Source: an optimization exercise on an open RTL-to-GDS flow (aim: small area and a short achievable clock period). Production flows keep margins and buffers that such runs may drop. Function was not checked in any run shown here: the RTL went through the layout flow alone. Power is estimated from default activity; no workload was simulated.

## flow/design.v (module list and top-level ports; edited modules follow where they fit)
// module mul32_pipe: 2702 lines
// module mul_fa: 6 lines
// module mul_xor2: 5 lines
// module mul_maj3: 5 lines
// module mul_ao21: 5 lines
// module mul_enc: 6 lines
// module mul_ha: 6 lines
module mul32_pipe(clk, rst, in_valid, a, b, out_valid, p);
  // ...
==> flow/flow/run.sh <==
#!/bin/bash
# Own layout flow: the standard ORFS flow (standard.sh), unchanged except that the
# port buffers that global placement inserts on every input and output use a plain buffer
# (buf_4) instead of the delay cell buffer_ports picks by default.
set -euo pipefail
export BUFFER_PORTS_ARGS="-buffer_cell sky130_fd_sc_hd__buf_4"
bash standard.sh finish > standard_flow.log 2>&1
==> flow/standard.sh <==
#!/bin/bash
# synth_recipe.tcl (not shown) runs the flow's synth.tcl, then flattens the netlist and writes it again
# the make line also repeats each setting of config.mk as NAME=value (left out here)
make -C /OpenROAD-flow-scripts/flow DESIGN_CONFIG=/design/flow/config.mk WORK_HOME=/design/flow/orfs CLKGATE_MAP_FILE= SYNTH_SCRIPT=/design/flow/synth_recipe.tcl "${@:-finish}"
==> flow/config.mk <==
export PLATFORM = sky130hd
export DESIGN_NAME = mul32_pipe
export DESIGN_NICKNAME = mul32_pipe
export VERILOG_FILES = /design/flow/design.v
export SDC_FILE = /design/flow/constraint.sdc
export NUM_CORES = 4
export LEC_CHECK = 0
export ABC_AREA = 1
export CAP_MARGIN = 20
export CORE_MARGIN = 2
export CORE_UTILIZATION = 40
export SLEW_MARGIN = 20
export SYNTH_HIERARCHICAL = 1
==> flow/constraint.sdc <==
create_clock -name core_clock -period 2.5 [get_ports {clk}]
set_input_delay 0.5000 -clock core_clock [delete_from_list [all_inputs] [get_ports {clk}]]
set_output_delay 0.5000 -clock core_clock [all_outputs]
set_load 0.01 [all_outputs]
==> flow_summary_export.csv, run 1 <==
group,metric,value,unit
status,outcome,"finished clean",
cells_and_area,seq_area_share,26.08,%
timing,fmax,415.9,MHz
timing,hold_ws,0.05042,ns
die,io_pins,132,
timing,setup_ws,0.09529,ns
grt,grt_pass1_wl,154700,um
route,drc,0,
yosys,yosysTopAreaCell,"dfxtp_1",
cells_and_area,clock_buffers,81,
cts,clk_pin_slew,0.06,ns
placement,port_buffers,131,
worst_setup_path,critPathMostFrequentCell,"nand2_1",
cells_and_area,multi_input_gates,2218,
power,swShare,41.69,%
cts,cts_max_path_buffers,3,
grt,use_met2,36.33,%
power,comb_power_share,55.9,%
placement,pre_cts_ws,-0.2479,ns
grt,met3_usage,5.211,%
grt,grtUsageTotal,22.88,%
power,clockPowerShare,16.2,%
cells_and_area,seq_cells,537,
yosys,synth_warnings,7,
yosys,synthTopCellsByArea,"dfxtp_1 (31%), fa_1 (28%), xnor2_1 (13%)",
worst_setup_path,critPathKind,"register to register",
cells_and_area,num_antenna_cells,0,
cells_and_area,buffers,458,
grt,grt_overflow,0,
==> run 2, diff against run 1 <==
--- a/flow/design.v
+++ b/flow/design.v
@@ -2417,261 +2417,171 @@
   assign s1661[36] = s1661_G88;
   wire [28:0] s1662;
   wire [27:0] s1662x = {rk2[135], rk2[134], rk2[132], rk2[131], rk2[129], rk2[128], fc1660, fs1660, fc1659, fs1659, fc1658, fs1658, hc1657, fc1656, hc1655, fc1654, hc1653, fc1652, hc1651, fc1650, hc1649, fc1648, fc1647, fc1646, fc1645, fc1644, fc1643, fc1642};
   wire [27:0] s1662y = {rk2[136], 1'b0, rk2[133], 1'b0, rk2[130], 1'b0, rk2[127], 1'b0, rk2[123], 1'b0, rk2[119], 1'b0, rk2[115], hs1657, fs1656, hs1655, fs1654, hs1653, fs1652, hs1651, fs1650, hs1649, fs1648, fs1647, fs1646, fs1645, fs1644, fs1643};
   wire [27:0] s1662_g0 = s1662x & s1662y;
   wire [27:0] s1662_p0 = s1662x ^ s1662y;
   wire s1662_G1 = s1662_g0[1] | (s1662_p0[1] & s1662_g0[0]);
   wire s1662_P1 = s1662_p0[1] & s1662_p0[0];
-  wire s1662_G2 = s1662_g0[2] | (s1662_p0[2] & s1662_g0[1]);
-  wire s1662_P2 = s1662_p0[2] & s1662_p0[1];
-  wire s1662_G3 = s1662_g0[3] | (s1662_p0[3] & s1662_g0[2]);
-  wire s1662_P3 = s1662_p0[3] & s1662_p0[2];
-  wire s1662_G4 = s1662_g0[4] | (s1662_p0[4] & s1662_g0[3]);
-  wire s1662_P4 = s1662_p0[4] & s1662_p0[3];
-  wire s1662_G5 = s1662_g0[5] | (s1662_p0[5] & s1662_g0[4]);
-  wire s1662_P5 = s1662_p0[5] & s1662_p0[4];
-  wire s1662_G6 = s1662_g0[6] | (s1662_p0[6] & s1662_g0[5]);
-  wire s1662_P6 = s1662_p0[6] & s1662_p0[5];
-  wire s1662_G7 = s1662_g0[7] | (s1662_p0[7] & s1662_g0[6]);
-  wire s1662_P7 = s1662_p0[7] & s1662_p0[6];
-  wire s1662_G8 = s1662_g0[8] | (s1662_p0[8] & s1662_g0[7]);
-  wire s1662_P8 = s1662_p0[8] & s1662_p0[7];
-  wire s1662_G9 = s1662_g0[9] | (s1662_p0[9] & s1662_g0[8]);
-  wire s1662_P9 = s1662_p0[9] & s1662_p0[8];
-  wire s1662_G10 = s1662_g0[10] | (s1662_p0[10] & s1662_g0[9]);
-  wire s1662_P10 = s1662_p0[10] & s1662_p0[9];
-  wire s1662_G11 = s1662_g0[11] | (s1662_p0[11] & s1662_g0[10]);
-  wire s1662_P11 = s1662_p0[11] & s1662_p0[10];
-  wire s1662_G12 = s1662_g0[12] | (s1662_p0[12] & s1662_g0[11]);
-  wire s1662_P12 = s1662_p0[12] & s1662_p0[11];
-  wire s1662_G13 = s1662_g0[13] | (s1662_p0[13] & s1662_g0[12]);
-  wire s1662_P13 = s1662_p0[13] & s1662_p0[12];
-  wire s1662_G14 = s1662_g0[14] | (s1662_p0[14] & s1662_g0[13]);
-  wire s1662_P14 = s1662_p0[14] & s1662_p0[13];
-  wire s1662_G15 = s1662_g0[15] | (s1662_p0[15] & s1662_g0[14]);
-  wire s1662_P15 = s1662_p0[15] & s1662_p0[14];
-  wire s1662_G16 = s1662_g0[16] | (s1662_p0[16] & s1662_g0[15]);
-  wire s1662_P16 = s1662_p0[16] & s1662_p0[15];
-  wire s1662_G17 = s1662_g0[17] | (s1662_p0[17] & s1662_g0[16]);
-  wire s1662_P17 = s1662_p0[17] & s1662_p0[16];
-  wire s1662_G18 = s1662_g0[18] | (s1662_p0[18] & s1662_g0[17]);
-  wire s1662_P18 = s1662_p0[18] & s1662_p0[17];
-  wire s1662_G19 = s1662_g0[19] | (s1662_p0[19] & s1662_g0[18]);
-  wire s1662_P19 = s1662_p0[19] & s1662_p0[18];
-  wire s1662_G20 = s1662_g0[20] | (s1662_p0[20] & s1662_g0[19]);
-  wire s1662_P20 = s1662_p0[20] & s1662_p0[19];
-  wire s1662_G21 = s1662_g0[21] | (s1662_p0[21] & s1662_g0[20]);
-  wire s1662_P21 = s1662_p0[21] & s1662_p0[20];
-  wire s1662_G22 = s1662_g0[22] | (s1662_p0[22] & s1662_g0[21]);
-  wire s1662_P22 = s1662_p0[22] & s1662_p0[21];
-  wire s1662_G23 = s1662_g0[23] | (s1662_p0[23] & s1662_g0[22]);
-  wire s1662_P23 = s1662_p0[23] & s1662_p0[22];
-  wire s1662_G24 = s1662_g0[24] | (s1662_p0[24] & s1662_g0[23]);
-  wire s1662_P24 = s1662_p0[24] & s1662_p0[23];
-  wire s1662_G25 = s1662_g0[25] | (s1662_p0[25] & s1662_g0[24]);
-  wire s1662_P25 = s1662_p0[25] & s1662_p0[24];
-  wire s1662_G26 = s1662_g0[26] | (s1662_p0[26] & s1662_g0[25]);
-  wire s1662_P26 = s1662_p0[26] & s1662_p0[25];
-  wire s1662_G27 = s1662_g0[27] | (s1662_p0[27] & s1662_g0[26]);
-  wire s1662_P27 = s1662_p0[27] & s1662_p0[26];
-  wire s1662_G28 = s1662_G2 | (s1662_P2 & s1662_g0[0]);
-  wire s1662_P28 = s1662_P2 & s1662_p0[0];
-  wire s1662_G29 = s1662_G3 | (s1662_P3 & s1662_G1);
-  wire s1662_P29 = s1662_P3 & s1662_P1;
-  wire s1662_G30 = s1662_G4 | (s1662_P4 & s1662_G2);
-  wire s1662_P30 = s1662_P4 & s1662_P2;
-  wire s1662_G31 = s1662_G5 | (s1662_P5 & s1662_G3);
-  wire s1662_P31 = s1662_P5 & s1662_P3;
-  wire s1662_G32 = s1662_G6 | (s1662_P6 & s1662_G4);
-  wire s1662_P32 = s1662_P6 & s1662_P4;
-  wire s1662_G33 = s1662_G7 | (s1662_P7 & s1662_G5);
-  wire s1662_P33 = s1662_P7 & s1662_P5;
-  wire s1662_G34 = s1662_G8 | (s1662_P8 & s1662_G6);
-  wire s1662_P34 = s1662_P8 & s1662_P6;
-  wire s1662_G35 = s1662_G9 | (s1662_P9 & s1662_G7);
-  wire s1662_P35 = s1662_P9 & s1662_P7;
-  wire s1662_G36 = s1662_G10 | (s1662_P10 & s1662_G8);
-  wire s1662_P36 = s1662_P10 & s1662_P8;
-  wire s1662_G37 = s1662_G11 | (s1662_P11 & s1662_G9);
-  wire s1662_P37 = s1662_P11 & s1662_P9;
-  wire s1662_G38 = s1662_G12 | (s1662_P12 & s1662_G10);
-  wire s1662_P38 = s1662_P12 & s1662_P10;
-  wire s1662_G39 = s1662_G13 | (s1662_P13 & s1662_G11);
-  wire s1662_P39 = s1662_P13 & s1662_P11;
-  wire s1662_G40 = s1662_G14 | (s1662_P14 & s1662_G12);
-  wire s1662_P40 = s1662_P14 & s1662_P12;
-  wire s1662_G41 = s1662_G15 | (s1662_P15 & s1662_G13);
-  wire s1662_P41 = s1662_P15 & s1662_P13;
-  wire s1662_G42 = s1662_G16 | (s1662_P16 & s1662_G14);
-  wire s1662_P42 = s1662_P16 & s1662_P14;
-  wire s1662_G43 = s1662_G17 | (s1662_P17 & s1662_G15);
-  wire s1662_P43 = s1662_P17 & s1662_P15;
-  wire s1662_G44 = s1662_G18 | (s1662_P18 & s1662_G16);
-  wire s1662_P44 = s1662_P18 & s1662_P16;
-  wire s1662_G45 = s1662_G19 | (s1662_P19 & s1662_G17);
-  wire s1662_P45 = s1662_P19 & s1662_P17;
-  wire s1662_G46 = s1662_G20 | (s1662_P20 & s1662_G18);
-  wire s1662_P46 = s1662_P20 & s1662_P18;
-  wire s1662_G47 = s1662_G21 | (s1662_P21 & s1662_G19);
-  wire s1662_P47 = s1662_P21 & s1662_P19;
-  wire s1662_G48 = s1662_G22 | (s1662_P22 & s1662_G20);
-  wire s1662_P48 = s1662_P22 & s1662_P20;
-  wire s1662_G49 = s1662_G23 | (s1662_P23 & s1662_G21);
-  wire s1662_P49 = s1662_P23 & s1662_P21;
-  wire s1662_G50 = s1662_G24 | (s1662_P24 & s1662_G22);
-  wire s1662_P50 = s1662_P24 & s1662_P22;
-  wire s1662_G51 = s1662_G25 | (s1662_P25 & s1662_G23);
-  wire s1662_P51 = s1662_P25 & s1662_P23;
-  wire s1662_G52 = s1662_G26 | (s1662_P26 & s1662_G24);
-  wire s1662_P52 = s1662_P26 & s1662_P24;
-  wire s1662_G53 = s1662_G27 | (s1662_P27 & s1662_G25);
-  wire s1662_P53 = s1662_P27 & s1662_P25;
-  wire s1662_G54 = s1662_G30 | (s1662_P30 & s1662_g0[0]);
-  wire s1662_P54 = s1662_P30 & s1662_p0[0];
-  wire s1662_G55 = s1662_G31 | (s1662_P31 & s1662_G1);
-  wire s1662_P55 = s1662_P31 & s1662_P1;
-  wire s1662_G56 = s1662_G32 | (s1662_P32 & s1662_G28);
-  wire s1662_P56 = s1662_P32 & s1662_P28;
-  wire s1662_G57 = s1662_G33 | (s1662_P33 & s1662_G29);
-  wire s1662_P57 = s1662_P33 & s1662_P29;
-  wire s1662_G58 = s1662_G34 | (s1662_P34 & s1662_G30);
-  wire s1662_P58 = s1662_P34 & s1662_P30;
-  wire s1662_G59 = s1662_G35 | (s1662_P35 & s1662_G31);
-  wire s1662_P59 = s1662_P35 & s1662_P31;
-  wire s1662_G60 = s1662_G36 | (s1662_P36 & s1662_G32);
-  wire s1662_P60 = s1662_P36 & s1662_P32;
-  wire s1662_G61 = s1662_G37 | (s1662_P37 & s1662_G33);
-  wire s1662_P61 = s1662_P37 & s1662_P33;
-  wire s1662_G62 = s1662_G38 | (s1662_P38 & s1662_G34);
-  wire s1662_P62 = s1662_P38 & s1662_P34;
-  wire s1662_G63 = s1662_G39 | (s1662_P39 & s1662_G35);
-  wire s1662_P63 = s1662_P39 & s1662_P35;
-  wire s1662_G64 = s1662_G40 | (s1662_P40 & s1662_G36);
-  wire s1662_P64 = s1662_P40 & s1662_P36;
-  wire s1662_G65 = s1662_G41 | (s1662_P41 & s1662_G37);
-  wire s1662_P65 = s1662_P41 & s1662_P37;
-  wire s1662_G66 = s1662_G42 | (s1662_P42 & s1662_G38);
-  wire s1662_P66 = s1662_P42 & s1662_P38;
-  wire s1662_G67 = s1662_G43 | (s1662_P43 & s1662_G39);
-  wire s1662_P67 = s1662_P43 & s1662_P39;
-  wire s1662_G68 = s1662_G44 | (s1662_P44 & s1662_G40);
-  wire s1662_P68 = s1662_P44 & s1662_P40;
-  wire s1662_G69 = s1662_G45 | (s1662_P45 & s1662_G41);
-  wire s1662_P69 = s1662_P45 & s1662_P41;
-  wire s1662_G70 = s1662_G46 | (s1662_P46 & s1662_G42);
-  wire s1662_P70 = s1662_P46 & s1662_P42;
-  wire s1662_G71 = s1662_G47 | (s1662_P47 & s1662_G43);
-  wire s1662_P71 = s1662_P47 & s1662_P43;
-  wire s1662_G72 = s1662_G48 | (s1662_P48 & s1662_G44);
-  wire s1662_P72 = s1662_P48 & s1662_P44;
-  wire s1662_G73 = s1662_G49 | (s1662_P49 & s1662_G45);
-  wire s1662_P73 = s1662_P49 & s1662_P45;
-  wire s1662_G74 = s1662_G50 | (s1662_P50 & s1662_G46);
-  wire s1662_P74 = s1662_P50 & s1662_P46;
-  wire s1662_G75 = s1662_G51 | (s1662_P51 & s1662_G47);
-  wire s1662_P75 = s1662_P51 & s1662_P47;
-  wire s1662_G76 = s1662_G52 | (s1662_P52 & s1662_G48);
-  wire s1662_P76 = s1662_P52 & s1662_P48;
-  wire s1662_G77 = s1662_G53 | (s1662_P53 & s1662_G49);
-  wire s1662_P77 = s1662_P53 & s1662_P49;
-  wire s1662_G78 = s1662_G58 | (s1662_P58 & s1662_g0[0]);
-  wire s1662_P78 = s1662_P58 & s1662_p0[0];
-  wire s1662_G79 = s1662_G59 | (s1662_P59 & s1662_G1);
-  wire s1662_P79 = s1662_P59 & s1662_P1;
-  wire s1662_G80 = s1662_G60 | (s1662_P60 & s1662_G28);
-  wire s1662_P80 = s1662_P60 & s1662_P28;
-  wire s1662_G81 = s1662_G61 | (s1662_P61 & s1662_G29);
-  wire s1662_P81 = s1662_P61 & s1662_P29;
-  wire s1662_G82 = s1662_G62 | (s1662_P62 & s1662_G54);
-  wire s1662_P82 = s1662_P62 & s1662_P54;
-  wire s1662_G83 = s1662_G63 | (s1662_P63 & s1662_G55);
-  wire s1662_P83 = s1662_P63 & s1662_P55;
-  wire s1662_G84 = s1662_G64 | (s1662_P64 & s1662_G56);
-  wire s1662_P84 = s1662_P64 & s1662_P56;
-  wire s1662_G85 = s1662_G65 | (s1662_P65 & s1662_G57);
-  wire s1662_P85 = s1662_P65 & s1662_P57;
-  wire s1662_G86 = s1662_G66 | (s1662_P66 & s1662_G58);
-  wire s1662_P86 = s1662_P66 & s1662_P58;
-  wire s1662_G87 = s1662_G67 | (s1662_P67 & s1662_G59);
-  wire s1662_P87 = s1662_P67 & s1662_P59;
-  wire s1662_G88 = s1662_G68 | (s1662_P68 & s1662_G60);
-  wire s1662_P88 = s1662_P68 & s1662_P60;
-  wire s1662_G89 = s1662_G69 | (s1662_P69 & s1662_G61);
-  wire s1662_P89 = s1662_P69 & s1662_P61;
-  wire s1662_G90 = s1662_G70 | (s1662_P70 & s1662_G62);
-  wire s1662_P90 = s1662_P70 & s1662_P62;
-  wire s1662_G91 = s1662_G71 | (s1662_P71 & s1662_G63);
-  wire s1662_P91 = s1662_P71 & s1662_P63;
-  wire s1662_G92 = s1662_G72 | (s1662_P72 & s1662_G64);
-  wire s1662_P92 = s1662_P72 & s1662_P64;
-  wire s1662_G93 = s1662_G73 | (s1662_P73 & s1662_G65);
-  wire s1662_P93 = s1662_P73 & s1662_P65;
-  wire s1662_G94 = s1662_G74 | (s1662_P74 & s1662_G66);
-  wire s1662_P94 = s1662_P74 & s1662_P66;
-  wire s1662_G95 = s1662_G75 | (s1662_P75 & s1662_G67);
-  wire s1662_P95 = s1662_P75 & s1662_P67;
-  wire s1662_G96 = s1662_G76 | (s1662_P76 & s1662_G68);
-  wire s1662_P96 = s1662_P76 & s1662_P68;
-  wire s1662_G97 = s1662_G77 | (s1662_P77 & s1662_G69);
-  wire s1662_P97 = s1662_P77 & s1662_P69;
-  wire s1662_G98 = s1662_G86 | (s1662_P86 & s1662_g0[0]);
-  wire s1662_P98 = s1662_P86 & s1662_p0[0];
-  wire s1662_G99 = s1662_G87 | (s1662_P87 & s1662_G1);
-  wire s1662_P99 = s1662_P87 & s1662_P1;
-  wire s1662_G100 = s1662_G88 | (s1662_P88 & s1662_G28);
-  wire s1662_P100 = s1662_P88 & s1662_P28;
-  wire s1662_G101 = s1662_G89 | (s1662_P89 & s1662_G29);
-  wire s1662_P101 = s1662_P89 & s1662_P29;
-  wire s1662_G102 = s1662_G90 | (s1662_P90 & s1662_G54);
-  wire s1662_P102 = s1662_P90 & s1662_P54;
-  wire s1662_G103 = s1662_G91 | (s1662_P91 & s1662_G55);
-  wire s1662_P103 = s1662_P91 & s1662_P55;
-  wire s1662_G104 = s1662_G92 | (s1662_P92 & s1662_G56);
-  wire s1662_P104 = s1662_P92 & s1662_P56;
-  wire s1662_G105 = s1662_G93 | (s1662_P93 & s1662_G57);
-  wire s1662_P105 = s1662_P93 & s1662_P57;
-  wire s1662_G106 = s1662_G94 | (s1662_P94 & s1662_G78);
-  wire s1662_P106 = s1662_P94 & s1662_P78;
-  wire s1662_G107 = s1662_G95 | (s1662_P95 & s1662_G79);
-  wire s1662_P107 = s1662_P95 & s1662_P79;
-  wire s1662_G108 = s1662_G96 | (s1662_P96 & s1662_G80);
-  wire s1662_P108 = s1662_P96 & s1662_P80;
-  wire s1662_G109 = s1662_G97 | (s1662_P97 & s1662_G81);
-  wire s1662_P109 = s1662_P97 & s1662_P81;
+  wire s1662_G2 = s1662_g0[3] | (s1662_p0[3] & s1662_g0[2]);
+  wire s1662_P2 = s1662_p0[3] & s1662_p0[2];
+  wire s1662_G3 = s1662_g0[5] | (s1662_p0[5] & s1662_g0[4]);
+  wire s1662_P3 = s1662_p0[5] & s1662_p0[4];
+  wire s1662_G4 = s1662_g0[7] | (s1662_p0[7] & s1662_g0[6]);
+  wire s1662_P4 = s1662_p0[7] & s1662_p0[6];
+  wire s1662_G5 = s1662_g0[9] | (s1662_p0[9] & s1662_g0[8]);
+  wire s1662_P5 = s1662_p0[9] & s1662_p0[8];
+  wire s1662_G6 = s1662_g0[11] | (s1662_p0[11] & s1662_g0[10]);
+  wire s1662_P6 = s1662_p0[11] & s1662_p0[10];
+  wire s1662_G7 = s1662_g0[13] | (s1662_p0[13] & s1662_g0[12]);
+  wire s1662_P7 = s1662_p0[13] & s1662_p0[12];
+  wire s1662_G8 = s1662_g0[15] | (s1662_p0[15] & s1662_g0[14]);
+  wire s1662_P8 = s1662_p0[15] & s1662_p0[14];
+  wire s1662_G9 = s1662_g0[17] | (s1662_p0[17] & s1662_g0[16]);
+  wire s1662_P9 = s1662_p0[17] & s1662_p0[16];
+  wire s1662_G10 = s1662_g0[19] | (s1662_p0[19] & s1662_g0[18]);
+  wire s1662_P10 = s1662_p0[19] & s1662_p0[18];
+  wire s1662_G11 = s1662_g0[21] | (s1662_p0[21] & s1662_g0[20]);
+  wire s1662_P11 = s1662_p0[21] & s1662_p0[20];
+  wire s1662_G12 = s1662_g0[23] | (s1662_p0[23] & s1662_g0[22]);
+  wire s1662_P12 = s1662_p0[23] & s1662_p0[22];
+  wire s1662_G13 = s1662_g0[25] | (s1662_p0[25] & s1662_g0[24]);
+  wire s1662_P13 = s1662_p0[25] & s1662_p0[24];
+  wire s1662_G14 = s1662_g0[27] | (s1662_p0[27] & s1662_g0[26]);
+  wire s1662_P14 = s1662_p0[27] & s1662_p0[26];
+  wire s1662_G15 = s1662_g0[2] | (s1662_p0[2] & s1662_G1);
+  wire s1662_P15 = s1662_p0[2] & s1662_P1;
+  wire s1662_G16 = s1662_G2 | (s1662_P2 & s1662_G1);
+  wire s1662_P16 = s1662_P2 & s1662_P1;
+  wire s1662_G17 = s1662_g0[6] | (s1662_p0[6] & s1662_G3);
+  wire s1662_P17 = s1662_p0[6] & s1662_P3;
+  wire s1662_G18 = s1662_G4 | (s1662_P4 & s1662_G3);
+  wire s1662_P18 = s1662_P4 & s1662_P3;
+  wire s1662_G19 = s1662_g0[10] | (s1662_p0[10] & s1662_G5);
+  wire s1662_P19 = s1662_p0[10] & s1662_P5;
+  wire s1662_G20 = s1662_G6 | (s1662_P6 & s1662_G5);
+  wire s1662_P20 = s1662_P6 & s1662_P5;
+  wire s1662_G21 = s1662_g0[14] | (s1662_p0[14] & s1662_G7);
+  wire s1662_P21 = s1662_p0[14] & s1662_P7;
+  wire s1662_G22 = s1662_G8 | (s1662_P8 & s1662_G7);
+  wire s1662_P22 = s1662_P8 & s1662_P7;
+  wire s1662_G23 = s1662_g0[18] | (s1662_p0[18] & s1662_G9);
+  wire s1662_P23 = s1662_p0[18] & s1662_P9;
+  wire s1662_G24 = s1662_G10 | (s1662_P10 & s1662_G9);
+  wire s1662_P24 = s1662_P10 & s1662_P9;
+  wire s1662_G25 = s1662_g0[22] | (s1662_p0[22] & s1662_G11);
+  wire s1662_P25 = s1662_p0[22] & s1662_P11;
+  wire s1662_G26 = s1662_G12 | (s1662_P12 & s1662_G11);
+  wire s1662_P26 = s1662_P12 & s1662_P11;
+  wire s1662_G27 = s1662_g0[26] | (s1662_p0[26] & s1662_G13);
+  wire s1662_P27 = s1662_p0[26] & s1662_P13;
+  wire s1662_G28 = s1662_G14 | (s1662_P14 & s1662_G13);
+  wire s1662_P28 = s1662_P14 & s1662_P13;
+  wire s1662_G29 = s1662_g0[4] | (s1662_p0[4] & s1662_G16);
+  wire s1662_P29 = s1662_p0[4] & s1662_P16;
+  wire s1662_G30 = s1662_G3 | (s1662_P3 & s1662_G16);
+  wire s1662_P30 = s1662_P3 & s1662_P16;
+  wire s1662_G31 = s1662_G17 | (s1662_P17 & s1662_G16);
+  wire s1662_P31 = s1662_P17 & s1662_P16;
+  wire s1662_G32 = s1662_G18 | (s1662_P18 & s1662_G16);
+  wire s1662_P32 = s1662_P18 & s1662_P16;
+  wire s1662_G33 = s1662_g0[12] | (s1662_p0[12] & s1662_G20);
+  wire s1662_P33 = s1662_p0[12] & s1662_P20;
+  wire s1662_G34 = s1662_G7 | (s1662_P7 & s1662_G20);
+  wire s1662_P34 = s1662_P7 & s1662_P20;
+  wire s1662_G35 = s1662_G21 | (s1662_P21 & s1662_G20);
+  wire s1662_P35 = s1662_P21 & s1662_P20;
+  wire s1662_G36 = s1662_G22 | (s1662_P22 & s1662_G20);
+  wire s1662_P36 = s1662_P22 & s1662_P20;
+  wire s1662_G37 = s1662_g0[20] | (s1662_p0[20] & s1662_G24);
+  wire s1662_P37 = s1662_p0[20] & s1662_P24;
+  wire s1662_G38 = s1662_G11 | (s1662_P11 & s1662_G24);
+  wire s1662_P38 = s1662_P11 & s1662_P24;
+  wire s1662_G39 = s1662_G25 | (s1662_P25 & s1662_G24);
+  wire s1662_P39 = s1662_P25 & s1662_P24;
+  wire s1662_G40 = s1662_G26 | (s1662_P26 & s1662_G24);
+  wire s1662_P40 = s1662_P26 & s1662_P24;
+  wire s1662_G41 = s1662_g0[8] | (s1662_p0[8] & s1662_G32);
+  wire s1662_P41 = s1662_p0[8] & s1662_P32;
+  wire s1662_G42 = s1662_G5 | (s1662_P5 & s1662_G32);
+  wire s1662_P42 = s1662_P5 & s1662_P32;
+  wire s1662_G43 = s1662_G19 | (s1662_P19 & s1662_G32);
+  wire s1662_P43 = s1662_P19 & s1662_P32;
+  wire s1662_G44 = s1662_G20 | (s1662_P20 & s1662_G32);
+  wire s1662_P44 = s1662_P20 & s1662_P32;
+  wire s1662_G45 = s1662_G33 | (s1662_P33 & s1662_G32);
+  wire s1662_P45 = s1662_P33 & s1662_P32;
+  wire s1662_G46 = s1662_G34 | (s1662_P34 & s1662_G32);
+  wire s1662_P46 = s1662_P34 & s1662_P32;
+  wire s1662_G47 = s1662_G35 | (s1662_P35 & s1662_G32);
+  wire s1662_P47 = s1662_P35 & s1662_P32;
+  wire s1662_G48 = s1662_G36 | (s1662_P36 & s1662_G32);
+  wire s1662_P48 = s1662_P36 & s1662_P32;
+  wire s1662_G49 = s1662_g0[24] | (s1662_p0[24] & s1662_G40);
+  wire s1662_P49 = s1662_p0[24] & s1662_P40;
+  wire s1662_G50 = s1662_G13 | (s1662_P13 & s1662_G40);
+  wire s1662_P50 = s1662_P13 & s1662_P40;
+  wire s1662_G51 = s1662_G27 | (s1662_P27 & s1662_G40);
+  wire s1662_P51 = s1662_P27 & s1662_P40;
+  wire s1662_G52 = s1662_G28 | (s1662_P28 & s1662_G40);
+  wire s1662_P52 = s1662_P28 & s1662_P40;
+  wire s1662_G53 = s1662_g0[16] | (s1662_p0[16] & s1662_G48);
+  wire s1662_P53 = s1662_p0[16] & s1662_P48;
+  wire s1662_G54 = s1662_G9 | (s1662_P9 & s1662_G48);
+  wire s1662_P54 = s1662_P9 & s1662_P48;
+  wire s1662_G55 = s1662_G23 | (s1662_P23 & s1662_G48);
+  wire s1662_P55 = s1662_P23 & s1662_P48;
+  wire s1662_G56 = s1662_G24 | (s1662_P24 & s1662_G48);
+  wire s1662_P56 = s1662_P24 & s1662_P48;
+  wire s1662_G57 = s1662_G37 | (s1662_P37 & s1662_G48);
+  wire s1662_P57 = s1662_P37 & s1662_P48;
+  wire s1662_G58 = s1662_G38 | (s1662_P38 & s1662_G48);
+  wire s1662_P58 = s1662_P38 & s1662_P48;
+  wire s1662_G59 = s1662_G39 | (s1662_P39 & s1662_G48);
+  wire s1662_P59 = s1662_P39 & s1662_P48;
+  wire s1662_G60 = s1662_G40 | (s1662_P40 & s1662_G48);
+  wire s1662_P60 = s1662_P40 & s1662_P48;
+  wire s1662_G61 = s1662_G49 | (s1662_P49 & s1662_G48);
+  wire s1662_P61 = s1662_P49 & s1662_P48;
+  wire s1662_G62 = s1662_G50 | (s1662_P50 & s1662_G48);
+  wire s1662_P62 = s1662_P50 & s1662_P48;
+  wire s1662_G63 = s1662_G51 | (s1662_P51 & s1662_G48);
+  wire s1662_P63 = s1662_P51 & s1662_P48;
+  wire s1662_G64 = s1662_G52 | (s1662_P52 & s1662_G48);
+  wire s1662_P64 = s1662_P52 & s1662_P48;
   assign s1662[0] = s1662_p0[0] ^ 1'b0;
   assign s1662[1] = s1662_p0[1] ^ s1662_g0[0];
   assign s1662[2] = s1662_p0[2] ^ s1662_G1;
-  assign s1662[3] = s1662_p0[3] ^ s1662_G28;
-  assign s1662[4] = s1662_p0[4] ^ s1662_G29;
-  assign s1662[5] = s1662_p0[5] ^ s1662_G54;
-  assign s1662[6] = s1662_p0[6] ^ s1662_G55;
-  assign s1662[7] = s1662_p0[7] ^ s1662_G56;
-  assign s1662[8] = s1662_p0[8] ^ s1662_G57;
-  assign s1662[9] = s1662_p0[9] ^ s1662_G78;
-  assign s1662[10] = s1662_p0[10] ^ s1662_G79;
-  assign s1662[11] = s1662_p0[11] ^ s1662_G80;
-  assign s1662[12] = s1662_p0[12] ^ s1662_G81;
-  assign s1662[13] = s1662_p0[13] ^ s1662_G82;
-  assign s1662[14] = s1662_p0[14] ^ s1662_G83;
-  assign s1662[15] = s1662_p0[15] ^ s1662_G84;
-  assign s1662[16] = s1662_p0[16] ^ s1662_G85;
-  assign s1662[17] = s1662_p0[17] ^ s1662_G98;
-  assign s1662[18] = s1662_p0[18] ^ s1662_G99;
-  assign s1662[19] = s1662_p0[19] ^ s1662_G100;
-  assign s1662[20] = s1662_p0[20] ^ s1662_G101;
-  assign s1662[21] = s1662_p0[21] ^ s1662_G102;
-  assign s1662[22] = s1662_p0[22] ^ s1662_G103;
-  assign s1662[23] = s1662_p0[23] ^ s1662_G104;
-  assign s1662[24] = s1662_p0[24] ^ s1662_G105;
-  assign s1662[25] = s1662_p0[25] ^ s1662_G106;
-  assign s1662[26] = s1662_p0[26] ^ s1662_G107;
-  assign s1662[27] = s1662_p0[27] ^ s1662_G108;
-  assign s1662[28] = s1662_G109;
+  assign s1662[3] = s1662_p0[3] ^ s1662_G15;
+  assign s1662[4] = s1662_p0[4] ^ s1662_G16;
+  assign s1662[5] = s1662_p0[5] ^ s1662_G29;
+  assign s1662[6] = s1662_p0[6] ^ s1662_G30;
+  assign s1662[7] = s1662_p0[7] ^ s1662_G31;
+  assign s1662[8] = s1662_p0[8] ^ s1662_G32;
+  assign s1662[9] = s1662_p0[9] ^ s1662_G41;
+  assign s1662[10] = s1662_p0[10] ^ s1662_G42;
+  assign s1662[11] = s1662_p0[11] ^ s1662_G43;
+  assign s1662[12] = s1662_p0[12] ^ s1662_G44;
+  assign s1662[13] = s1662_p0[13] ^ s1662_G45;
+  assign s1662[14] = s1662_p0[14] ^ s1662_G46;
+  assign s1662[15] = s1662_p0[15] ^ s1662_G47;
+  assign s1662[16] = s1662_p0[16] ^ s1662_G48;
+  assign s1662[17] = s1662_p0[17] ^ s1662_G53;
+  assign s1662[18] = s1662_p0[18] ^ s1662_G54;
+  assign s1662[19] = s1662_p0[19] ^ s1662_G55;
+  assign s1662[20] = s1662_p0[20] ^ s1662_G56;
+  assign s1662[21] = s1662_p0[21] ^ s1662_G57;
+  assign s1662[22] = s1662_p0[22] ^ s1662_G58;
+  assign s1662[23] = s1662_p0[23] ^ s1662_G59;
+  assign s1662[24] = s1662_p0[24] ^ s1662_G60;
+  assign s1662[25] = s1662_p0[25] ^ s1662_G61;
+  assign s1662[26] = s1662_p0[26] ^ s1662_G62;
+  assign s1662[27] = s1662_p0[27] ^ s1662_G63;
+  assign s1662[28] = s1662_G64;
   wire n1663 = rk3[36] ^ rk3[64];
   wire n1664 = rk3[37] ^ (rk3[64] & rk3[65]);
   wire n1665 = rk3[38] ^ (rk3[64] & rk3[66]);
   wire n1666 = rk3[39] ^ (rk3[64] & rk3[67]);
   wire n1667 = rk3[40] ^ (rk3[64] & rk3[68]);
   wire n1668 = rk3[41] ^ (rk3[64] & rk3[69]);
   wire n1669 = rk3[42] ^ (rk3[64] & rk3[70]);
   wire n1670 = rk3[43] ^ (rk3[64] & rk3[71]);
@@ -2692,17 +2602,17 @@
   wire n1685 = rk3[58] ^ (rk3[64] & rk3[86]);
   wire n1686 = rk3[59] ^ (rk3[64] & rk3[87]);
   wire n1687 = rk3[60] ^ (rk3[64] & rk3[88]);
   wire n1688 = rk3[61] ^ (rk3[64] & rk3[89]);
   wire n1689 = rk3[62] ^ (rk3[64] & rk3[90]);
   wire n1690 = rk3[63] ^ (rk3[64] & rk3[91]);
   always @(posedge clk) rk1 <= {fs1435, fs1315, fc1314, fs1314, fc1313, fc1434, fs1434, fc1433, fs1433, fc1432, fs1311, fs1432, fc1431, fs1310, fc1309, fs1431, fc1430, fs1309, fs1430, fc1429, fs1307, fs1429, fc1428, fs1305, fs1304, fs1428, fc1427, fs1303, fs1302, fs1427, fc1426, fc1425, fs1426, fs1425, fc1424, fc1423, fs1299, fs1424, fs1423, fc1422, fc1421, fs1422, fs1421, fc1420, fc1419, fs1420, fs1419, fc1418, fc1417, fs1291, fs1418, fs1417, fc1416, fc1415, fs1288, fs1416, fs1415, fc1414, fc1413, fs1285, fs1284, fs1414, fs1413, fc1412, fc1411, fc1410, fs1412, fs1411, fs1410, fc1409, fc1408, fs1279, fs1278, fs1409, fs1408, fc1407, fc1406, fs1275, fs1274, fs1407, fs1406, fc1405, fc1404, fc1403, fs1405, fs1404, fs1403, fc1402, fc1401, fc1400, fs1402, fs1401, fs1400, fc1399, fc1398, fc1397, fs1263, fs1399, fs1398, fs1397, fc1396, fc1395, fc1394, fs1259, fs1258, fs1396, fs1395, fs1394, fc1393, fc1392, fc1391, fs1255, fs1393, fs1392, fs1391, fc1390, fc1389, fc1388, fs1250, fs1390, fs1389, fs1388, fc1387, fc1386, fc1385, fs1245, fs1244, fs1387, fs1386, fs1385, fc1384, fc1383, fc1382, fs1240, fs1239, fs1384, fs1383, fs1382, fc1381, fc1380, fc1379, fc1378, fs1235, fs1381, fs1380, fs1379, fs1378, fc1377, fc1376, fc1375, fs1230, fs1229, fs1377, fs1376, fs1375, fc1374, fc1373, fc1372, fc1371, fs1374, fs1373, fs1372, fs1371, fc1370, fc1369, fc1368, fs1219, fs1218, fs1370, fs1369, fs1368, fc1367, fc1366, fc1365, fc1364, fs1367, fs1366, fs1365, fs1364, fc1363, fc1362, fc1361, fs1209, fs1363, fs1362, fs1361, fc1360, fc1359, fc1358, fs1204, fs1360, fs1359, fs1358, fc1357, fc1356, fc1355, fs1199, fs1198, fs1357, fs1356, fs1355, fc1354, fc1353, fc1352, fs1354, fs1353, fs1352, fc1351, fc1350, fc1349, fs1351, fs1350, fs1349, fc1348, fc1347, fc1346, fs1186, fs1348, fs1347, fs1346, fc1345, fc1344, fs1182, fs1181, fs1345, fs1344, fc1343, fc1342, fs1178, fs1177, fs1343, fs1342, fc1341, fc1340, fc1339, fs1341, fs1340, fs1339, fc1338, fc1337, fs1171, fs1338, fs1337, fc1336, fc1335, fs1167, fs1336, fs1335, fc1334, fc1333, fs1164, fs1163, fs1334, fs1333, fc1332, fc1331, fs1332, fs1331, fc1330, fc1329, fs1330, fs1329, fc1328, fc1327, fs1155, fs1328, fs1327, fc1326, fs1153, fs1152, fs1326, fc1325, fs1150, fs1149, fs1325, fc1324, fc1323, fs1324, fs1323, fc1322, fs1146, fs1322, fc1321, fs1144, fs1321, fc1320, fs1142, fc1141, fs1320, fc1319, fs1319, fc1318, fs1318, fc1317, fs1138, fs1317, fs1137, fc1136, fs1136, n197, fc1316, fs1316, fs1135, n65, b[1], n64};
   always @(posedge clk) rk2 <= {fc1577, rk1[305], fs1577, fs1517, fc1613, fs1613, fs1576, fc1612, fs1612, fs1575, fs1514, fc1513, fc1611, fs1611, fs1574, fc1573, fc1610, fs1610, fs1572, fc1571, fc1609, fs1609, fs1570, fc1569, fs1569, fc1568, fc1608, fs1608, fc1607, fs1567, fs1607, fc1606, fs1606, fc1605, fs1565, fs1605, fc1604, fs1604, fc1603, fs1563, fs1603, fc1602, fs1602, fc1601, fs1561, fs1601, fc1600, fs1559, fs1600, fc1599, fs1558, fs1599, fc1598, fs1555, fs1598, fc1597, fs1554, fs1597, fc1596, fs1552, fs1596, fc1595, fs1550, fs1595, fc1594, fs1548, fs1594, fc1593, fs1545, fs1593, fc1592, fs1544, fs1592, fc1591, fs1541, fs1591, fc1590, fs1539, fs1590, fc1589, fs1537, fs1589, fc1588, fs1535, fs1588, fc1587, fs1587, fc1586, fs1586, fc1585, fs1585, fc1584, fs1584, fc1583, fs1583, fc1582, fs1582, fc1581, fs1581, fc1580, fs1580, fc1579, fs1525, fs1579, fs1524, fc1523, fs1523, fc1522, fs1522, fc1521, fs1521, fc1520, fs1520, fc1519, fs1519, fs1441, fs1440, fc1439, fs1439, fc1438, fs1438, fc1437, fs1437, rk1[19], rk1[15], rk1[14], rk1[13], rk1[12], fc1578, fs1578, fs1518, fs1436, rk1[4], rk1[3], rk1[2], rk1[1], rk1[0]};
-  always @(posedge clk) rk3 <= {s1662_P108, s1662_P107, s1662_P106, s1662_P105, s1662_P104, s1662_P103, s1662_P102, s1662_P101, s1662_P100, s1662_P99, s1662_P98, s1662_P85, s1662_P84, s1662_P83, s1662_P82, s1662_P81, s1662_P80, s1662_P79, s1662_P78, s1662_P57, s1662_P56, s1662_P55, s1662_P54, s1662_P29, s1662_P28, s1662_P1, s1662_p0[0], s1661[36], s1662[27], s1662[26], s1662[25], s1662[24], s1662[23], s1662[22], s1662[21], s1662[20], s1662[19], s1662[18], s1662[17], s1662[16], s1662[15], s1662[14], s1662[13], s1662[12], s1662[11], s1662[10], s1662[9], s1662[8], s1662[7], s1662[6], s1662[5], s1662[4], s1662[3], s1662[2], s1662[1], s1662[0], s1661[35], s1661[34], s1661[33], s1661[32], s1661[31], s1661[30], s1661[29], s1661[28], s1661[27], s1661[26], s1661[25], s1661[24], s1661[23], s1661[22], s1661[21], s1661[20], s1661[19], s1661[18], s1661[17], s1661[16], s1661[15], s1661[14], s1661[13], s1661[12], s1661[11], s1661[10], s1661[9], s1661[8], s1661[7], s1661[6], s1661[5], s1661[4], s1661[3], s1661[2], s1661[1], s1661[0]};
+  always @(posedge clk) rk3 <= {s1662_P63, s1662_P62, s1662_P61, s1662_P60, s1662_P59, s1662_P58, s1662_P57, s1662_P56, s1662_P55, s1662_P54, s1662_P53, s1662_P48, s1662_P47, s1662_P46, s1662_P45, s1662_P44, s1662_P43, s1662_P42, s1662_P41, s1662_P32, s1662_P31, s1662_P30, s1662_P29, s1662_P16, s1662_P15, s1662_P1, s1662_p0[0], s1661[36], s1662[27], s1662[26], s1662[25], s1662[24], s1662[23], s1662[22], s1662[21], s1662[20], s1662[19], s1662[18], s1662[17], s1662[16], s1662[15], s1662[14], s1662[13], s1662[12], s1662[11], s1662[10], s1662[9], s1662[8], s1662[7], s1662[6], s1662[5], s1662[4], s1662[3], s1662[2], s1662[1], s1662[0], s1661[35], s1661[34], s1661[33], s1661[32], s1661[31], s1661[30], s1661[29], s1661[28], s1661[27], s1661[26], s1661[25], s1661[24], s1661[23], s1661[22], s1661[21], s1661[20], s1661[19], s1661[18], s1661[17], s1661[16], s1661[15], s1661[14], s1661[13], s1661[12], s1661[11], s1661[10], s1661[9], s1661[8], s1661[7], s1661[6], s1661[5], s1661[4], s1661[3], s1661[2], s1661[1], s1661[0]};
   assign p = {n1690, n1689, n1688, n1687, n1686, n1685, n1684, n1683, n1682, n1681, n1680, n1679, n1678, n1677, n1676, n1675, n1674, n1673, n1672, n1671, n1670, n1669, n1668, n1667, n1666, n1665, n1664, n1663, rk3[35], rk3[34], rk3[33], rk3[32], rk3[31], rk3[30], rk3[29], rk3[28], rk3[27], rk3[26], rk3[25], rk3[24], rk3[23], rk3[22], rk3[21], rk3[20], rk3[19], rk3[18], rk3[17], rk3[16], rk3[15], rk3[14], rk3[13], rk3[12], rk3[11], rk3[10], rk3[9], rk3[8], rk3[7], rk3[6], rk3[5], rk3[4], rk3[3], rk3[2], rk3[1], rk3[0]};
 endmodule
 module mul_fa(x, y, z, s, c);
   input x, y, z;
   output s, c;
   assign s = x ^ y ^ z;
   assign c = (x & y) | (y & z) | (x & z);
 endmodule
==> run 2 against run 1 <==
  * Critical path depth did not move
  * Sequential cell count stayed put
  * Non-clock buffer count down 52
  * Synthesized area fell by 0.85%
  * Critical path type unchanged
  * Clock skew down 0.013 ns
  * Highest routed layer unchanged
  * Clock power is 9.5% higher
  * Sequential share of layout area increased by 0.42 points
  * Die area shrank 0.84%
==> flow_summary_export.csv, run 2 <==
group,metric,value,unit
route,wl_per_cell,20.76,um
route,wl,93980,um
worst_setup_path,crit_required,3.04,ns
yosys,synth_area,0.03458,mm^2
grt,grt_max_degree,34,
die,num_rows,107,
yosys,synth_common_cells,"dfxtp_1 (537), xnor2_1 (513), o22ai_1 (511)",
yosys,yosysSeqAreaShare,31.09,%
cells_and_area,drive_gt1_share,16.82,%
grt,grtUsageTotal,21.47,%
cts,cts_max_level,2,
cts,cts_root_buf,"clkbuf_16",
hold_path,min_path_type,"input port to register",
timing,grt_setup_unrepaired,"yes",
grt,grt_antenna_before_repair,8,
cells_and_area,largest_reg_flops,306,
yosys,syn_inst,3138,
job,maxCapViolCount,0,
timing,hold_ws,0.08033,ns
worst_setup_path,cp-end-kind,"register",
placement,place_inst,4408,
worst_setup_path,cp_max_fo,10,
timing,fin_setup_tns,0,ns
worst_setup_path,worst-r2r-setup-slack,0.06,ns
power,swShare,39.84,%
timing,finalCritPeriodShare,97.76,%
power,comb_power_share,53.2,%
die,die-area,0.08881,mm^2
hold_path,hold_start,"in_valid",
power,clockPowerShare,18.3,%
die,initial_core_util,40.48,%
cells_and_area,largest-register,"rk1",
placement,pre_cts_ws,-0.2968,ns
yosys,synthFlopType,"dfxtp_1",
cells_and_area,layoutNonFillerInstCount,4527,
placement,gp_congestion,0.9308,
die,dieWidth,298.0,um
route,drc,0,
timing,slew_headroom,53.53,%
grt,grt_pass1_vias,24901,
yosys,ys_seq_elements,537,
power,p_seq_share,28.6,%
yosys,synthTopCellsByArea,"dfxtp_1 (31%), fa_1 (29%), xnor2_1 (13%)",
power,total_power,51.64,mW
worst_setup_path,r2r_start,"rk2[101]",
timing,clock_skew,0.02244,ns
timing,post-route-min-period,2.444,ns
cells_and_area,reg.largest.list,"rk1: 306 flops, rk2: 137 flops, rk3: 91 flops",
worst_setup_path,reg2reg_to,"rk3[63]",
hold_path,whs_endpoint,"vpipe[0]",
route,drtAntennaViolNets,0,
die,placeableCoreArea,0.08541,mm^2
cells_and_area,final_nets,4034,
die,die_h,298.0,um
yosys,ys_types,38,
power,power.density,1273,mW/mm^2
cells_and_area,mostFrequentLayoutCell,"dfxtp_1",
timing,fmax,409.2,MHz
status,outcome,"finished clean",
timing,setup-violations-final,0,
worst_setup_path,startpoint_type,"register",
cts,clk_pin_slew,0.06,ns
power,ir_worst_vdd,0.0006928,V
timing,setup_ws,0.05605,ns
placement,place_area,0.03823,mm^2
hold_path,hold_depth,3,
route,viasPerCell,5.184,
yosys,syn_avg_cell_area,11.02,um^2
placement,hpwl,75250,um
yosys,synth_warnings,7,
cells_and_area,area_growth,17.32,%
cells_and_area,final_cell_mix,"dfxtp_1 (536), xnor2_1 (513), o22ai_1 (511)",
route,first_iter_violations,1524,
worst_setup_path,critPathKind,"register to register",
cells_and_area,fin_area,0.04057,mm^2
power,power.net_switching,20.57,mW
cts,cts.sinks,537,
power,p_leak,16.90,nW
power,p_int,31.06,mW
yosys,yosysTopAreaCell,"dfxtp_1",
timing,finalHoldViolCount,0,
route,dr.pass1.iters,5,
die,io_pins,132,
grt,grt_overflow,0,
cts,cts_max_path_buffers,3,
timing,worst_pin_slew,0.6897,ns
worst_setup_path,arrival,2.99,ns
cts,cts_tree,"built",
yosys,synth-edff-count,0,
timing,final_max_slew_viol_count,0,
cts,clock_latency,0.65,ns
yosys,synth_top_area_share,31.09,%
worst_setup_path,reg2reg_depth,11,
grt,grt_pass1_wl,147100,um
placement,port_buffers,131,
yosys,yosysMostFrequentCell,"dfxtp_1",
cts,cts_buffers,60,
yosys,synthArstFlopShare,0,%
route,via_count,23466,
cells_and_area,final_core_util,47.49,%
[run 2: cell types whose count changed in the layout (fill, tap and decap cells not counted), moves of 7 or more]
cell	before	now
clkinv_2	14	7
nor2_1	97	69
o21ai_0	25	18
inv_6	1	10
nand2_1	228	206
buf_12	70	55
a21oi_1	41	30
buf_4	386	349
[run 2: final cells by class]
type                            count  area, um^2
Clock buffer                       73        1620
Timing Repair Buffer              406        3742
Clock inverter                     39       523.0
Antenna cell                        1       2.502
Inverter                          191       716.9
Multi-Input combinational cell   2136       21780
Fill cell                        7917       44850
Tap cell                         1144        1431
Sequential cell                   537       10750
[run 2: worst max path at each step]
stage,end,depth (start not counted),slack [ns],start
4_1_cts,rk3[63],14,-0.007,rk2[76]
6_report,rk3[63],11,0.06,rk2[101]
3_5_place_dp,rk3[63],14,-0.30,rk2[76]
5_1_grt,rk3[59],14,-0.05,rk2[75]
2_1_floorplan,rk1[49],10,0.001,b[15]
3_3_place_gp,rk3[62],14,-0.28,rk2[76]
[run 2: power by group through the flow]
stage               clock network [mW]  registers, mW  logic (mW)
detailed placement                   0           15.0        27.0
CTS                               9.66           14.8        27.7
global route                      10.0           15.2        31.7
finish                            9.43           14.8        27.4
global placement                     0           14.9        26.7
floorplan                            0           14.5        18.7
[run 2: what timing repair did]
| action | 4_1_cts | 5_1_grt |
|---|---|---|
| setup endpoints to repair | 18 | 31 |
| hold endpoints to repair | 3 | 0 |
| hold buffers | 1 | 0 |
| buffers inserted | 2 | 3 |
| gates resized for setup | 13 | 21 |
| pin swaps | 4 | 8 |
[run 2: logic make-up after synthesis]
logic type,count (synthesis),synth area share [%]
and+or+nand+nor,370,4.653
buffers and inverters,480,6.499
AOI/OAI and AO/OA,575,10.26
other,1,0.01084
adders and majority gates,635,33.81
xor gates and xnor gates,540,13.68
DFF,537,31.09
[run 2: worst max-delay path, stage by stage, from the launching register on]
cell and delay, ns:
dfxtp_1 0.31, fa_1 0.48, ha_1 0.34, a21oi_1 0.27
o21ai_1 0.16, a21oi_1 0.26, nand2_4 0.11, buf_12 0.16
nand2_1 0.08, nand2_1 0.05, nand2_1 0.06, nand2_1 0.05
[run 2: layer usage]
metal	global-route usage, %	wire length (um)
met2	34.86	43630
met1	29.15	40760
met3	3.901	6542
met4	6.676	2969
met5	0	77
[run 2: Yosys stat by module (local to each module, per instance)]
module | flops+latches | cell area, um^2 | times used
mul32_pipe | 537 | 24300 | 1
mul_fa | 0 | 20.02 | 492
mul_ha | 0 | 12.51 | 34
==> run 3, diff against run 2 <==
--- a/flow/config.mk
+++ b/flow/config.mk
@@ -9,5 +9,6 @@
 export CAP_MARGIN = 20
 export CORE_MARGIN = 2
 export CORE_UTILIZATION = 40
+export SETUP_SLACK_MARGIN = 0.3
 export SLEW_MARGIN = 20
 export SYNTH_HIERARCHICAL = 1
==> run 3 against run 2 <==
  * Final area is 11% higher
  * Critical endpoint is now rk3[45]
  * Largest power group unchanged
  * Wire length up 10%
  * Non-clock buffer count rose by 98
  * Clock skew shrank 0.0027 ns
  * Clock power fell by 8.2%
  * Final cell count rose by 1.9%
  * Still clean
  * Combinational power rose by about 20%
==> flow_summary_export.csv, run 3 <==
group,metric,value,unit
worst_setup_path,crit_required,3.01,ns
yosys,synth_compound_area_share,10.26,%
yosys,muxShareOfSynthArea,0,%
route,wl_per_cell,22.45,um
timing,slew_headroom,62.98,%
yosys,syn_inst,3138,
yosys,ys_seq_elements,537,
die,die-area,0.08881,mm^2
route,viasPerCell,5.223,
yosys,synth_area,0.03458,mm^2
yosys,yosys.area_share.simple,4.653,%
cells_and_area,fillers,7445,
yosys,synth_top_area_share,31.09,%
route,dr.pass1.iters,5,
yosys,yosysSeqAreaShare,31.09,%
timing,post-route-min-period,2.465,ns
hold_path,min_path_type,"input port to register",
cts,cts_max_level,2,
grt,grt_pass1_wl,158600,um
timing,worst_pin_slew,0.5554,ns
grt,grt_pass1_vias,25453,
yosys,synthFlopType,"dfxtp_1",
worst_setup_path,cp-end-kind,"register",
placement,port_buffers,131,
timing,grt_setup_unrepaired,"yes",
timing,finalCritPeriodShare,98.58,%
route,first_iter_violations,1999,
grt,grt_max_degree,33,
cts,postCtsHoldBufs,0,
route,wl,103600,um
status,outcome,"finished clean",
cells_and_area,ff_latch_area,0.01076,mm^2
cells_and_area,reg.largest.list,"rk1: 306 flops, rk2: 137 flops, rk3: 91 flops",
worst_setup_path,critPathKind,"register to register",
placement,hpwl,82340,um
die,die_h,298.0,um
yosys,yosysTopAreaCell,"dfxtp_1",
yosys,yosysMostFrequentCell,"dfxtp_1",
cells_and_area,largest_reg_flops,306,
cts,cts_tree,"built",
timing,finalHoldViolCount,0,
cts,clk_pin_slew,0.06,ns
timing,setup_ws,0.03538,ns
die,placeableCoreArea,0.08541,mm^2
timing,fmax,405.7,MHz
grt,grt_overflow,0,
grt,grt_antenna_before_repair,4,
route,drtAntennaViolNets,0,
worst_setup_path,critical_path.cell_chain,"fa_1 -> ha_4 -> fa_2 -> nand3_2 -> nand2_4 -> nand3_4 -> nand3_4 -> buf_6 -> fa_2 -> xor2_1",
cells_and_area,largest-register,"rk1",
yosys,synthAdderAreaFrac,33.81,%
power,power.density,1258,mW/mm^2
die,io_pins,132,
cells_and_area,multi_input_area,0.02477,mm^2
cells_and_area,area_growth,29.83,%
die,dieWidth,298.0,um
yosys,syn_avg_cell_area,11.02,um^2
route,drc,0,
timing,final_max_slew_viol_count,0,
yosys,synth_xor_area_share,13.68,%
cts,cts_root_buf,"clkbuf_16",
power,ir_worst_vdd,0.001201,V
worst_setup_path,cp_max_fo,3,
worst_setup_path,slowest_stage,"fa_1",
yosys,synth_common_cells,"dfxtp_1 (537), xnor2_1 (513), o22ai_1 (511)",
worst_setup_path,startpoint_type,"register",
yosys,synth-edff-count,0,
cells_and_area,drive_gt1_share,31.21,%
cts,clock_latency,0.63,ns
timing,setup-violations-final,0,
power,p_leak,19.02,nW
cts,cts_buffers,58,
yosys,synthArstFlopShare,0,%
placement,gp_congestion,0.9437,
cells_and_area,mostFrequentLayoutCell,"dfxtp_1",
cells_and_area,final_nets,4130,
route,via_count,24103,
worst_setup_path,arrival,2.98,ns
grt,grtUsageTotal,23.56,%
yosys,synthTopCellsByArea,"dfxtp_1 (31%), fa_1 (29%), xnor2_1 (13%)",
die,num_rows,107,
yosys,synth_warnings,7,
die,initial_core_util,40.48,%
yosys,synth_top_family_by_area,"adder cells",
timing,clock_skew,0.01976,ns
yosys,ys_types,38,
cells_and_area,final_cell_mix,"dfxtp_1 (528), fa_1 (488), o22ai_1 (411)",
worst_setup_path,cpPeakStageDelay,0.51,ns
cts,cts.sinks,537,
cts,cts_max_path_buffers,3,
job,maxCapViolCount,0,
placement,pre_cts_ws,-0.2671,ns
timing,hold_ws,0.04613,ns
run 3: changes by cell type in the layout (fill, tap and decap cells not counted), moves of 22 or more:
cell and change:
o22ai_1 -100, inv_1 -50, nand2_1 -75, xnor2_2 +96, inv_2 +37, xnor2_4 +31, buf_12 +47, nand2_4 +43
xnor2_1 -127, o22ai_2 +78, nand2_2 +31, o22ai_4 +22, buf_6 +24
run 3: what timing repair did:
item | CTS | global route
resized for setup | 119 | 172
pin swaps | 37 | 71
setup buffers | 29 | 11
setup endpoints to repair | 64 | 84
cloned | 1 | 2
run 3: kinds of logic after synthesis:
| logic type | after synthesis |
|---|---|
| flip-flops | 537 |
| buffers and inverters | 480 |
| adder cells (fa/ha/maj) | 635 |
| AND/OR/NAND/NOR | 370 |
| XOR/XNOR | 540 |
| other | 1 |
| AO/OA/AOI/OAI | 575 |
run 3: through the flow:
stage / cells / cell area, um^2 / TNS (ns) / power [mW] / util [%]
after floorplan: 3153 / 37810 / 0 / 34.14 / -
after global placement: 4469 / 41200 / -13.79 / 42.53 / 48.24
after detailed placement: 4469 / 41200 / -16.39 / 42.96 / 48.24
after CTS: 4601 / 44000 / 0 / 54.73 / 51.52
after global routing: 4614 / 44890 / -0.3486 / 61.90 / 52.55
final: 4615 / 44890 / 0 / 56.49 / 52.56
run 3: where the power goes:
group	switching, mW	internal, mW
clock network	3.71	4.95
registers	2.02	12.9
logic	17.3	15.6
total	23.0	33.5
run 3: worst paths after layout:
kind                 from        to  slack, ns  depth (start not counted)
setup / recovery  rk2[76]   rk3[45]       0.04                         10
hold / removal        rst  vpipe[0]       0.05                          2
setup reg to reg  rk2[76]   rk3[45]       0.04                         10
hold reg to reg    rk1[0]    rk2[0]       0.33                          0
run 3: layout make-up:
class	instances	share of cell area, %
antenna	1	0.005574
clock buffer	69	3.526
clock inverter	33	0.7553
inverter	191	1.670
multi-input combinational	2136	55.18
sequential	537	23.98
tap	1144	3.188
timing repair buffer	504	11.70
run 3: routing by layer:
| layer | track usage (%) | vias to the layer above | part of all wire, % |
|---|---|---|---|
| met5 | 0 | - | 0.055 |
| met1 | 33.05 | 12121 | 44 |
| met4 | 5.492 | 8 | 2.2 |
| met3 | 3.872 | 168 | 7.0 |
| met2 | 38.17 | 782 | 47 |
| li1 | - | 11024 | - |
run 3: per-module statistics from Yosys, one instance, submodules excluded:
module      flip-flops and latches  times used
mul_fa                           0         492
mul32_pipe                     537           1
mul_ha                           0          34
run 3: critical path, delay by kind of cell, from the launching register on:
family                     cells  cell delay, ns
buffers and inverters          1            0.16
and+or+nand+nor                4            0.35
adders and majority gates      4            1.37
DFF                            1            0.32
xor gates and xnor gates       1            0.16
==> run 4, diff against run 3 <==
--- a/flow/config.mk
+++ b/flow/config.mk
@@ -8,7 +8,7 @@
 export ABC_AREA = 1
 export CAP_MARGIN = 20
 export CORE_MARGIN = 2
-export CORE_UTILIZATION = 40
-export SETUP_SLACK_MARGIN = 0.3
+export CORE_UTILIZATION = 50
+export PLACE_DENSITY = 0.75
 export SLEW_MARGIN = 20
 export SYNTH_HIERARCHICAL = 1
==> run 4 against run 3 <==
  * Sequential cell count unchanged
  * Sequential power about the same
  * Utilization increased by 5.7 points
  * Non-clock buffer count decreased by 129
  * Clock-buffer cell count increased by 5
  * Critical path depth decreased by 1
  * Power decreased by 8.8%
  * Worst hold slack got worse by 0.0058 ns
  * Still clean on timing, DRC and antenna
  * Critical endpoint unchanged
  * Sequential share of layout area increased by 3.0 points
  * Register-to-register slack improved by 0.05 ns
  * Via count increased by 0.80%
  * Fmax increased by 2.0%
==> flow_summary_export.csv, run 4 <==
group,metric,value,unit
worst_setup_path,reg2reg_depth,9,
worst_setup_path,startpoint_type,"register",
cts,postCtsHoldBufs,0,
cts,cts_max_path_buffers,3,
cells_and_area,drive_gt1_share,16.19,%
worst_setup_path,cp-end-kind,"register",
timing,setup_ws,0.08268,ns
yosys,synth_compound_area_share,10.26,%
grt,grt_pass1_wl,144600,um
die,dieWidth,267.0,um
job,maxCapViolCount,0,
grt,grt_antenna_before_repair,2,
status,outcome,"finished clean",
worst_setup_path,arrival,2.92,ns
placement,hpwl,71660,um
yosys,synth_top_family_by_area,"adder cells",
cells_and_area,largest-register,"rk1",
yosys,synth_xor_area_share,13.68,%
worst_setup_path,cpPeakStageDelay,0.49,ns
cts,cts_max_level,2,
yosys,ys_seq_elements,537,
cts,cts.sinks,537,
yosys,yosysMostFrequentCell,"dfxtp_1",
cells_and_area,final_cell_mix,"dfxtp_1 (532), xnor2_1 (513), o22ai_1 (511)",
yosys,synth_common_cells,"dfxtp_1 (537), xnor2_1 (513), o22ai_1 (511)",
timing,setup-violations-final,0,
grt,grt_pass1_vias,25728,
power,p_leak,16.69,nW
yosys,synth_top_area_share,31.09,%
route,drc,0,
worst_setup_path,worst-r2r-setup-slack,0.08,ns
yosys,synth_area,0.03458,mm^2
worst_setup_path,cp_max_fo,3,
yosys,synthAdderAreaFrac,33.81,%
timing,slew_headroom,61.11,%
die,placeableCoreArea,0.06859,mm^2
worst_setup_path,crit_required,3.00,ns
die,die_h,267.0,um
timing,fmax,413.7,MHz
worst_setup_path,critical_path.cell_chain,"fa_2 -> ha_4 -> fa_2 -> nand3_2 -> nand2_4 -> nand3_4 -> nand3_4 -> fa_1 -> xor2_1",
worst_setup_path,slowest_stage,"fa_2",
yosys,syn_avg_cell_area,11.02,um^2
timing,clock_skew,0.04191,ns
cts,clk_pin_slew,0.06,ns
timing,hold_ws,0.04038,ns
yosys,synth_warnings,7,
placement,port_buffers,131,
cells_and_area,reg.largest.list,"rk1: 306 flops, rk2: 137 flops, rk3: 91 flops",
yosys,ys_types,38,
placement,gp_congestion,0.9761,
yosys,yosysTopAreaCell,"dfxtp_1",
cts,cts_root_buf,"clkbuf_16",
grt,grt_overflow,0,
timing,grt_setup_unrepaired,"yes",
cts,cts_tree,"built",
cts,clock_latency,0.62,ns
route,drtAntennaViolNets,0,
cells_and_area,largest_reg_flops,306,
worst_setup_path,startpoint,"rk2[76]",
route,dr.pass1.iters,5,
die,initial_core_util,50.42,%
timing,finalHoldViolCount,0,
placement,pre_cts_ws,-0.2709,ns
yosys,synthArstFlopShare,0,%
power,total_power,51.52,mW
die,die-area,0.07128,mm^2
worst_setup_path,r2r_start,"rk2[76]",
timing,post-route-min-period,2.417,ns
grt,grt_max_degree,34,
route,wl_per_cell,21.50,um
power,ir_worst_vdd,0.0008988,V
worst_setup_path,critPathKind,"register to register",
yosys,muxShareOfSynthArea,0,%
cells_and_area,mostFrequentLayoutCell,"dfxtp_1",
yosys,synthTopCellsByArea,"dfxtp_1 (31%), fa_1 (29%), xnor2_1 (13%)",
cells_and_area,final_nets,3999,
route,viasPerCell,5.685,
yosys,synth-edff-count,0,
route,first_iter_violations,2312,
timing,final_max_slew_viol_count,0,
timing,finalCritPeriodShare,96.69,%
hold_path,min_path_type,"input port to register",
yosys,synthFlopType,"dfxtp_1",
power,power.density,1291,mW/mm^2
route,via_count,24297,
cells_and_area,area_growth,15.46,%
worst_setup_path,reg2reg_to,"rk3[45]",
cts,cts_buffers,56,
die,io_pins,132,
yosys,yosysSeqAreaShare,31.09,%
timing,worst_pin_slew,0.5834,ns
route,wl,91900,um
grt,grtUsageTotal,26.41,%
die,num_rows,96,
yosys,syn_inst,3138,
yosys,yosys.area_share.simple,4.653,%
worst_setup_path,crit_end,"rk3[45]",
[run 4: cell counts after synthesis]
No cell type changed its count.
[run 4: logic make-up (layout without fill, tap and decap cells)]
| family | count (synthesis) | count (layout) |
|---|---|---|
| flops | 537 | 537 |
| simple gates | 370 | 370 |
| other cells | 1 | 17 |
| buf+inv | 480 | 669 |
| fa+ha+maj | 635 | 635 |
| compound gates | 575 | 575 |
| xor+xnor | 540 | 540 |
[run 4: cell type report]
type / instances / area (um^2)
timing repair buffer: 375 / 3536
tap: 931 / 1165
antenna: 1 / 2.502
sequential: 537 / 10760
fill: 5517 / 28660
inverter: 191 / 716.9
clock buffer: 74 / 1590
clock inverter: 29 / 316.6
multi-input combinational: 2136 / 21840
[run 4: report_power, final]
group | total [mW] | internal [mW] | switching [mW]
logic | 28.2 | 12.8 | 15.4
registers | 14.8 | 12.9 | 1.86
clock network | 8.54 | 5.01 | 3.53
total | 51.5 | 30.8 | 20.8
[run 4: worst max-delay path: cells and delay by family (launching register included)]
| family | cells | cell delay, ns |
|---|---|---|
| AND/OR/NAND/NOR | 4 | 0.39 |
| adder cells (fa/ha/maj) | 4 | 1.43 |
| flip-flops | 1 | 0.32 |
| XOR/XNOR | 1 | 0.16 |
[run 4: modules after synthesis, one instance, submodules excluded]
module,flops+latches,times used,cells inside,cell area (um^2)
mul_fa,0,492,1,20.02
mul32_pipe,537,1,2612,24300
mul_ha,0,34,1,12.51
[run 4: how the worst min path moves through the flow]
stage | endpoint | depth (start not counted) | start
2_1_floorplan | rk2[0] | 0 | rk1[0]
3_3_place_gp | rk2[10] | 0 | rk1[13]
3_5_place_dp | rk2[2] | 0 | rk1[2]
4_1_cts | rk1[1] | 1 | b[1]
5_1_grt | rk1[1] | 1 | b[1]
6_report | rk1[1] | 1 | b[1]
[run 4: through the flow]
stage                     util (%)  area [um^2]  instances  TNS (ns)
after global routing         58.21        39920       4273   -0.1749
after floorplan                  -        34640       3153         0
after CTS                    57.90        39710       4266         0
final                        58.21        39920       4274         0
after detailed placement     55.00        37720       4160    -23.21
after global placement       55.00        37720       4160    -13.57
[run 4: repair_timing]
item | 4_1_cts | 5_1_grt
resized for setup | 13 | 37
pin swaps | 8 | 19
setup endpoints to repair | 21 | 28
buffers inserted | 3 | 7
gates cloned | 0 | 0
[run 4: routing by layer]
layer	GRT usage, %	part of all wire [%]	up-vias
met4	10.61	4.3	4
met2	42.85	47	1306
met5	0	0.033	-
met1	34.13	39	11975
li1	-	-	10704
met3	6.283	9.9	308

[re-timing with driven ports]
The results above use ideal ports. As a check the final layouts listed here were re-extracted and re-timed, cells and wires unchanged. Step 1: set_driving_cell puts a clkbuf_16 on clk and a buf_2 on each other input, an assumption about the parent block. Step 2 adds t to the input delays and takes it off the output delays; t is the mean of the earliest and latest rising clock arrival at the registers after step 1. Input paths then give back, and output paths get back, about the clock's delay inside the block. a / b / c = no drivers / after step 1 / after step 2; a / b = the first two.
| run | shift t [ns] | setup slack, ns | worst setup path at the end |
|---|---|---|---|
| run 1 | 0.704 | 0.095 / 0.095 / -0.302 | input to register |
| run 2 | 0.703 | 0.056 / 0.056 / -0.429 | input to register |
| run 3 | 0.686 | 0.035 / 0.035 / -0.344 | input to register |
| run 4 | 0.669 | 0.083 / 0.083 / -0.240 | input to register |
With both steps, setup timing fails in every run listed, where it was met with ideal ports. For run 2, which loses most, drivers alone change the setup slack by 0.000 ns; drivers and shift together by -0.485 ns.
